This design comes from an exercise in tuning for small area, a short achievable clock period and few clock cycles per item on the open sky130 flow, not from production work.
Where RTL was checked, it was by simulation tests only, not by an equivalence proof against the original.
Power is estimated from default activity; no workload was simulated.

// fpadder
module fpadder (output logic [31:0] sum, output logic ready,
                input logic [31:0] a, input logic clock, nreset);
Size: about 70 flip-flops, roughly 67 I/O pins, ~8800 um^2 of cells after synthesis.
==> flow/config.mk <==
export PLATFORM = sky130hd
export DESIGN_NAME = fpadder
export DESIGN_NICKNAME = fpadder
export VERILOG_FILES = /design/flow/design.v
export SDC_FILE = /design/flow/constraint.sdc
export NUM_CORES = 4
export LEC_CHECK = 0
export ABC_AREA = 1
export CAP_MARGIN = 20
export CORE_MARGIN = 2
export CORE_UTILIZATION = 65
export SLEW_MARGIN = 20
==> flow/constraint.sdc <==
create_clock -name core_clock -period 20.0 [get_ports {clock}]
set_input_delay 4.0000 -clock core_clock [delete_from_list [all_inputs] [get_ports {clock}]]
set_output_delay 4.0000 -clock core_clock [all_outputs]
set_load 0.01 [all_outputs]
standard.sh (not shown) runs the stock make flow with config.mk's settings and CLKGATE_MAP_FILE= SYNTH_SCRIPT=/design/flow/synth_recipe.tcl, a recipe that flattens the netlist after the stock synthesis.
==> flow/flow/run.sh <==
#!/bin/bash
# Standard ORFS flow (the standard.sh) with two changes to how the layout
# is made: repair_timing is asked to leave a setup margin, so that it shortens
# the critical path well below the clock period, and the port buffers use a
# plain buffer cell instead of the delay cell buffer_ports picks by default.
set -uo pipefail
bash standard.sh SETUP_SLACK_MARGIN=11 "BUFFER_PORTS_ARGS=-buffer_cell sky130_fd_sc_hd__buf_2" finish > standard.log 2>&1
The baseline completed without violations.
Testbench counts at the start, summed over its fixed seeds: cycles 9,600, items 3,200.
Change:
--- a/flow/flow/run.sh
+++ b/flow/flow/run.sh
@@ -5,3 +5,3 @@
 # plain buffer cell instead of the delay cell buffer_ports picks by default.
 set -uo pipefail
-bash standard.sh SETUP_SLACK_MARGIN=11 "BUFFER_PORTS_ARGS=-buffer_cell sky130_fd_sc_hd__buf_2" finish > standard.log 2>&1
+bash standard.sh SETUP_SLACK_MARGIN=11.5 "BUFFER_PORTS_ARGS=-buffer_cell sky130_fd_sc_hd__buf_2" finish > standard.log 2>&1
- CORE_UTILIZATION: 65 -> 50
After rerunning:
- setup slack improved by 0.40 ns
- register-to-register slack gains 0.41 ns
- utilization is lower by 13 points
- routed wire length came out higher by 12%
- via count came out higher by 1.3%

---

The RTL this note starts from:
==> flow/design.v <==
module fpadder (output logic [31:0] sum, output logic ready,
                input logic [31:0] a, input logic clock, nreset);
    logic [1:0] state;
    always_ff @(posedge clock, negedge nreset)
        if (!nreset) state <= 2'b00;
        else         state <= {state[1] ^ state[0], state[1] | ~state[0]};
    assign ready = state[1] & state[0];
    logic load;
    assign load = state[1] & ~state[0];
    logic [31:0] n;
    always_ff @(posedge clock) n <= a;
    function automatic logic less(input logic [31:0] x, input logic [31:0] y);
        logic [31:0] g, p;
        g = ~x & y;
        p = ~x | y;
        for (int w = 1; w < 32; w = w * 2)
            for (int j = 0; j + w < 32; j += 2 * w) begin
                g[j + 2*w - 1] = g[j + 2*w - 1] | (p[j + 2*w - 1] & g[j + w - 1]);
                p[j + 2*w - 1] = p[j + 2*w - 1] & p[j + w - 1];
            end
        less = g[31];
    endfunction
    function automatic logic [4:0] lzc32(input logic [31:0] x);
        logic [15:0] z1, c1;
        logic [7:0]  z2;
        logic [7:0][1:0] c2;
        logic [3:0]  z3;
        logic [3:0][2:0] c3;
        logic [1:0]  z4;
        logic [1:0][3:0] c4;
        for (int i = 0; i < 16; i++) begin
            z1[i] = ~x[2*i+1] & ~x[2*i];
            c1[i] = ~x[2*i+1];
        end
        for (int i = 0; i < 8; i++) begin
            z2[i] = z1[2*i+1] & z1[2*i];
            c2[i] = z1[2*i+1] ? {1'b1, c1[2*i]} : {1'b0, c1[2*i+1]};
        end
        for (int i = 0; i < 4; i++) begin
            z3[i] = z2[2*i+1] & z2[2*i];
            c3[i] = z2[2*i+1] ? {1'b1, c2[2*i]} : {1'b0, c2[2*i+1]};
        end
        for (int i = 0; i < 2; i++) begin
            z4[i] = z3[2*i+1] & z3[2*i];
            c4[i] = z3[2*i+1] ? {1'b1, c3[2*i]} : {1'b0, c3[2*i+1]};
        end
        lzc32 = z4[1] ? {1'b1, c4[0]} : {1'b0, c4[1]};
    endfunction
    logic [7:0]  em, en;
    logic [22:0] fm, fn;
    logic        sm, sn;
    assign {sm, em, fm} = a;
    assign {sn, en, fn} = n;
    logic nan_m, nan_n, inf_m, inf_n, sg, ege, flip;
    logic [8:0]  dmn;
    logic [7:0]  dnm, d;
    logic [23:0] bg, sml, shifted;
    logic [24:0] s1;
    logic [25:0] sum26;
    logic        nan1, inf1, sign1;
    logic [7:0]  exp1;
    always_comb begin
        nan_m = (em == 8'hff) & (fm != 0);
        nan_n = (en == 8'hff) & (fn != 0);
        inf_m = (em == 8'hff) & (fm == 0);
        inf_n = (en == 8'hff) & (fn == 0);
        sg    = (sm == sn);
        dmn   = {1'b0, em} - {1'b0, en};
        dnm   = en - em;
        ege   = ~less({24'b0, em}, {24'b0, en});
        d     = ege ? dmn[7:0] : dnm;
        bg    = ege ? {1'b1, fm} : {1'b1, fn};
        sml   = ege ? {1'b1, fn} : {1'b1, fm};
        shifted = (d[7:5] != 0) ? 24'b0 : (sml >> d[4:0]);
        flip  = ~sg & (em == en) & (fm < fn);
        sum26 = {({1'b0, bg} ^ {25{flip}}), 1'b1} + {({1'b0, shifted} ^ {25{~sg & ~flip}}), ~sg};
        s1    = sum26[25:1];
        exp1  = ege ? em + 8'd1 : en + 8'd1;    
        sign1 = (ege & ~flip) ? sm : sn;
        nan1  = nan_m | nan_n;
        inf1  = (inf_m | inf_n) & ~(inf_m & inf_n & ~sg);
    end
    logic [24:0] s;
    logic [7:0]  e;      
    logic        sgn, nan, inf;
    always_ff @(posedge clock)
        if (load) begin
            s   <= s1;
            e   <= exp1;
            sgn <= sign1;
            nan <= nan1;
            inf <= inf1;
        end
    logic [4:0]  lz;
    logic [24:0] norm;
    logic [31:0] x0, x1, x2, x3, x4, x5;
    logic [7:0]  eo;
    logic        zero, ovf;
    always_comb begin
        lz   = lzc32({s, 7'b1000000});
        norm = s << lz;
        eo   = e - {3'b0, lz};
        zero = (s == 0) | (s[24] & (e == 8'h01) & (s[22:0] == 0));
        ovf  = s[24] & (e == 8'hff);
        if (nan)             sum = 32'h7fffffff;
        else if (inf | ovf)  sum = {sgn, 8'hff, 23'h0};
        else if (zero)       sum = 32'h0;
        else                 sum = {sgn, eo, norm[23:1]};
    end
endmodule
export LEC_CHECK = 0
export CAP_MARGIN = 20
export CORE_MARGIN = 2
export CORE_UTILIZATION = 50
export SLEW_MARGIN = 20
create_clock -name core_clock -period 20.0 [get_ports {clock}]
==> flow/flow/run.sh <==
#!/bin/bash
# Standard ORFS flow (the standard.sh) with two changes to how the layout
# is made: repair_timing is asked to leave a setup margin, so that it shortens
# the critical path well below the clock period, and the port buffers use a
# plain buffer cell instead of the delay cell buffer_ports picks by default.
set -uo pipefail
bash standard.sh SETUP_SLACK_MARGIN=11 "BUFFER_PORTS_ARGS=-buffer_cell sky130_fd_sc_hd__buf_2" finish > standard.log 2>&1
The baseline produced a clean layout.
Rerun with:
==> flow/flow/run.sh (replaced) <==
#!/bin/bash
# Standard ORFS flow (the standard.sh, run unchanged) with these changes
# to how the layout is made, passed as make variables:
#  - ADDER_MAP_FILE= : synthesis leaves adders as plain gates for ABC to map
#    (no extraction into ripple chains of full/half adder cells);
#  - SETUP_SLACK_MARGIN : repair_timing is asked to leave a setup margin, so
#    it shortens the critical path well below the clock period;
#  - BUFFER_PORTS_ARGS : the port buffers use a plain buffer cell instead of
#    the delay cell that buffer_ports picks by default.
# All tool output goes to standard.log and ORFS's own logs under orfs/logs.
set -uo pipefail
bash standard.sh SETUP_SLACK_MARGIN=13 "BUFFER_PORTS_ARGS=-buffer_cell sky130_fd_sc_hd__buf_2" ADDER_MAP_FILE= finish > standard.log 2>&1
- ABC_AREA: not set -> 1
This time the run completed, yet does not pass: capacitance limit, slew limit. Via count went up by a quarter to a third. Hold slack degrades by 72 ps. First-iteration DRC count climbs by well over a third. Sequential share of layout area decreases by 2.5 points. Synthesized area rises by a few percent. Power rose by a few percent. Die area came out higher by a few percent. Utilization rose by 11 points.
Rerun with:
==> flow/flow/run.sh (replaced) <==
#!/bin/bash
# Standard ORFS flow (the standard.sh) with two changes to how the layout
# is made: repair_timing is asked to leave a setup margin, so that it shortens
# the critical path well below the clock period, and the port buffers use a
# plain buffer cell instead of the delay cell buffer_ports picks by default.
set -uo pipefail
bash standard.sh SETUP_SLACK_MARGIN=12 "BUFFER_PORTS_ARGS=-buffer_cell sky130_fd_sc_hd__buf_2" finish > standard.log 2>&1
=> With this change the flow completed with no timing, DRC or antenna violations. Area after synthesis is lower by 5.2%. Cell area decreases by 27%. Core utilization drops by 18 points. Sequential power is about the same. Total power drops by 18%. Worst setup slack is worse by 350 ps. Clock-buffer cell count rises by 1. Non-clock buffer count decreases by 136. Routed wire length goes down by 30%. Sequential share of layout area is higher by 4.4 points. Register-to-register slack got worse by 590 ps.
Rerun with:
--- a/flow/flow/run.sh
+++ b/flow/flow/run.sh
@@ -5,3 +5,3 @@
 # plain buffer cell instead of the delay cell buffer_ports picks by default.
 set -uo pipefail
-bash standard.sh SETUP_SLACK_MARGIN=12 "BUFFER_PORTS_ARGS=-buffer_cell sky130_fd_sc_hd__buf_2" finish > standard.log 2>&1
+bash standard.sh SETUP_SLACK_MARGIN=11 "BUFFER_PORTS_ARGS=-buffer_cell sky130_fd_sc_hd__buf_2" finish > standard.log 2>&1
The changed run finished clean.
Total power decreases by 8.7%.
Wire length decreases by 6.5%.
Count of clock-buffer cells in the layout does not change.
Cell count decreases by 2.2%.
Die area does not change.
Worst hold slack gets worse by 3.5 ps.
Register-to-register slack gets worse by 750 ps.
Clock skew stays flat.
Synthesized area is unchanged.
Function was not checked in any run of this note: the RTL went through the layout flow alone.

---

== run 1 ==
fpadder with an RTL version that a note above also has.
For scale: roughly 67 I/O pins.
make LEC_CHECK=0 CAP_MARGIN=20 CORE_MARGIN=2 CORE_UTILIZATION=40 SLEW_MARGIN=20 finish   # period 20.0 ns
run.sh (not shown) runs the stock make flow with config.mk's settings and CLKGATE_MAP_FILE= SYNTH_SCRIPT=/design/flow/synth_recipe.tcl, a recipe that flattens the netlist after the stock synthesis.
Stock flow here: none of the scripts above is used.
Testbench counts of run 1, summed over its fixed seeds: cycles 9,600, items 3,200.
Here is what was changed in the inputs of run 2 compared with run 1.
==> flow/flow/run.sh (new file) <==
#!/bin/bash
# Standard ORFS flow (the standard.sh) with two changes to how the layout
# is made: repair_timing is asked to leave a setup margin, so that it shortens
# the critical path well below the clock period, and the port buffers use a
# plain buffer cell instead of the delay cell buffer_ports picks by default.
set -uo pipefail
bash standard.sh SETUP_SLACK_MARGIN=10 "BUFFER_PORTS_ARGS=-buffer_cell sky130_fd_sc_hd__buf_2" finish > standard.log 2>&1
==> flow/standard.sh (new file) <==
#!/bin/bash
# synth_recipe.tcl (not shown) runs the flow's synth.tcl, then flattens the netlist and writes it again
# the make line also repeats each setting of config.mk as NAME=value (left out here)
make -C /OpenROAD-flow-scripts/flow DESIGN_CONFIG=/design/flow/config.mk WORK_HOME=/design/flow/orfs CLKGATE_MAP_FILE= SYNTH_SCRIPT=/design/flow/synth_recipe.tcl "${@:-finish}"
diff --git a/flow/config.mk b/flow/config.mk
--- a/flow/config.mk
+++ b/flow/config.mk
@@ -7,0 +8 @@
+export ABC_AREA = 1
removed: flow/run.sh
Findings:
Diff run 1..run 2 | sequential cell count | unchanged
Comparing run 1 and run 2, the lower part of the cycle the worst path needs was measured on run 2.
Going from run 1 to run 2, the clock group share of total power was found to have gone down by 1.2 points.
On wire length: between run 1 and run 2, it ends up lower for run 1.
Going from run 1 to run 2, synthesized cell count grew by more than a quarter.
Of the two values seen for most common cell after layout, fill and taps aside, sky130_fd_sc_hd__nand2_1 was produced by run 2 and sky130_fd_sc_hd__a21oi_1 by run 1.
Inputs modified between run 2 and run 3:
diff --git a/flow/flow/run.sh b/flow/flow/run.sh
--- a/flow/flow/run.sh
+++ b/flow/flow/run.sh
@@ -7 +7 @@
-bash standard.sh SETUP_SLACK_MARGIN=10 "BUFFER_PORTS_ARGS=-buffer_cell sky130_fd_sc_hd__buf_2" finish > standard.log 2>&1
+bash standard.sh SETUP_SLACK_MARGIN=11 "BUFFER_PORTS_ARGS=-buffer_cell sky130_fd_sc_hd__buf_2" finish > standard.log 2>&1
==> notes.md <==
From run 3 to run 2, cts-stage hold buffer count did not move at all.
Comparing share of power burned in combinational logic for run 3 and run 2, the smaller number came from run 2.
Diff run 3..run 2 | tightest hold margin | negligible
Taking run 2 as the reference, in run 3 portion of the clock cycle consumed by the worst path in the final layout has decreased; worst-case setup margin in the final layout has increased; register-to-register setup slack has increased.
### run 3 -> run 4
==> flow/flow/run.sh <==
#!/bin/bash
# Standard ORFS flow, with repair_timing asked to leave a setup margin so
# that it shortens the critical path well below the clock period.
set -uo pipefail
bash standard.sh SETUP_SLACK_MARGIN=14 finish > standard.log 2>&1
diff --git a/flow/config.mk b/flow/config.mk
--- a/flow/config.mk
+++ b/flow/config.mk
@@ -8 +7,0 @@
-export ABC_AREA = 1
[summary]
- Run 4 against run 3: simple-gate share of the synthesized area shrank by 22 points; post-place instance area grew by about 3.8%.
- Going from run 3 to run 4, the die area was shrunk.
- Lower layout net count was reported by run 4, not run 3.
- Relative to run 3, run 4 degrades sum of internal, switching and leakage power.
- What run 3 reported for final area has to be multiplied by 1.2 to get the figure for run 4.
- Fraction of the cycle the final worst path needs (run 4 over run 3): increase, 1.6 points
- The lower wire length of the first global-routing pass of run 4 and run 3 is in run 3.
- Run 4 against run 3: setup slack fell by 0.33 ns, maximum resistive drop on vdd fell by about 15%, non-clock buffer count rose by 150%.

-- separate check: timing with driven ports --
The results above use ideal ports. As a check the final layouts listed here were re-extracted and re-timed, cells and wires unchanged. Step 1: set_driving_cell puts a clkbuf_16 on clock and a buf_2 on each other input, an assumption about the parent block. Step 2 adds t to the input delays and takes it off the output delays; t is the mean of the earliest and latest rising clock arrival at the registers after step 1. Input paths then give back, and output paths get back, about the clock's delay inside the block. a / b / c = ideal ports / drivers / drivers and shift; a / b = the first two.
| run | shift t [ns] | setup slack, ns | hold WS [ns] | slew at the worst register clock pin (ns) |
|---|---|---|---|---|
| the first run of note 1 | 0.396 | 11.305 / 11.327 / 10.931 | 0.563 / 0.563 / 0.563 | 0.07 / 0.07 |
| the second run of note 1 | 0.389 | 11.707 / 11.670 / 11.339 | 0.566 / 0.566 / 0.566 | 0.07 / 0.07 |
| the first run of note 2 | 0.398 | 11.013 / 11.015 / 10.617 | 0.566 / 0.566 / 0.566 | 0.08 / 0.08 |
| the second run of note 2 | 0.414 | 12.601 / 12.549 / 12.450 | 0.494 / 0.494 / 0.494 | 0.07 / 0.07 |
| the third run of note 2 | 0.396 | 12.247 / 12.246 / 11.882 | 0.573 / 0.573 / 0.573 | 0.06 / 0.06 |
| the fourth run of note 2 | 0.392 | 11.495 / 11.524 / 11.132 | 0.570 / 0.570 / 0.570 | 0.06 / 0.06 |
| run 1 | 0.394 | 9.142 / 9.160 / 8.767 | 0.556 / 0.556 / 0.556 | 0.06 / 0.06 |
| run 2 | 0.396 | 10.582 / 10.595 / 10.208 | 0.563 / 0.563 / 0.563 | 0.07 / 0.07 |
| run 3 | 0.395 | 11.405 / 11.361 / 11.090 | 0.563 / 0.563 / 0.563 | 0.08 / 0.08 |
| run 4 | 0.393 | 11.079 / 11.061 / 10.668 | 0.558 / 0.558 / 0.558 | 0.06 / 0.06 |
For run 4, which loses most, drivers alone change the setup slack by -0.018 ns; drivers and shift together by -0.411 ns.
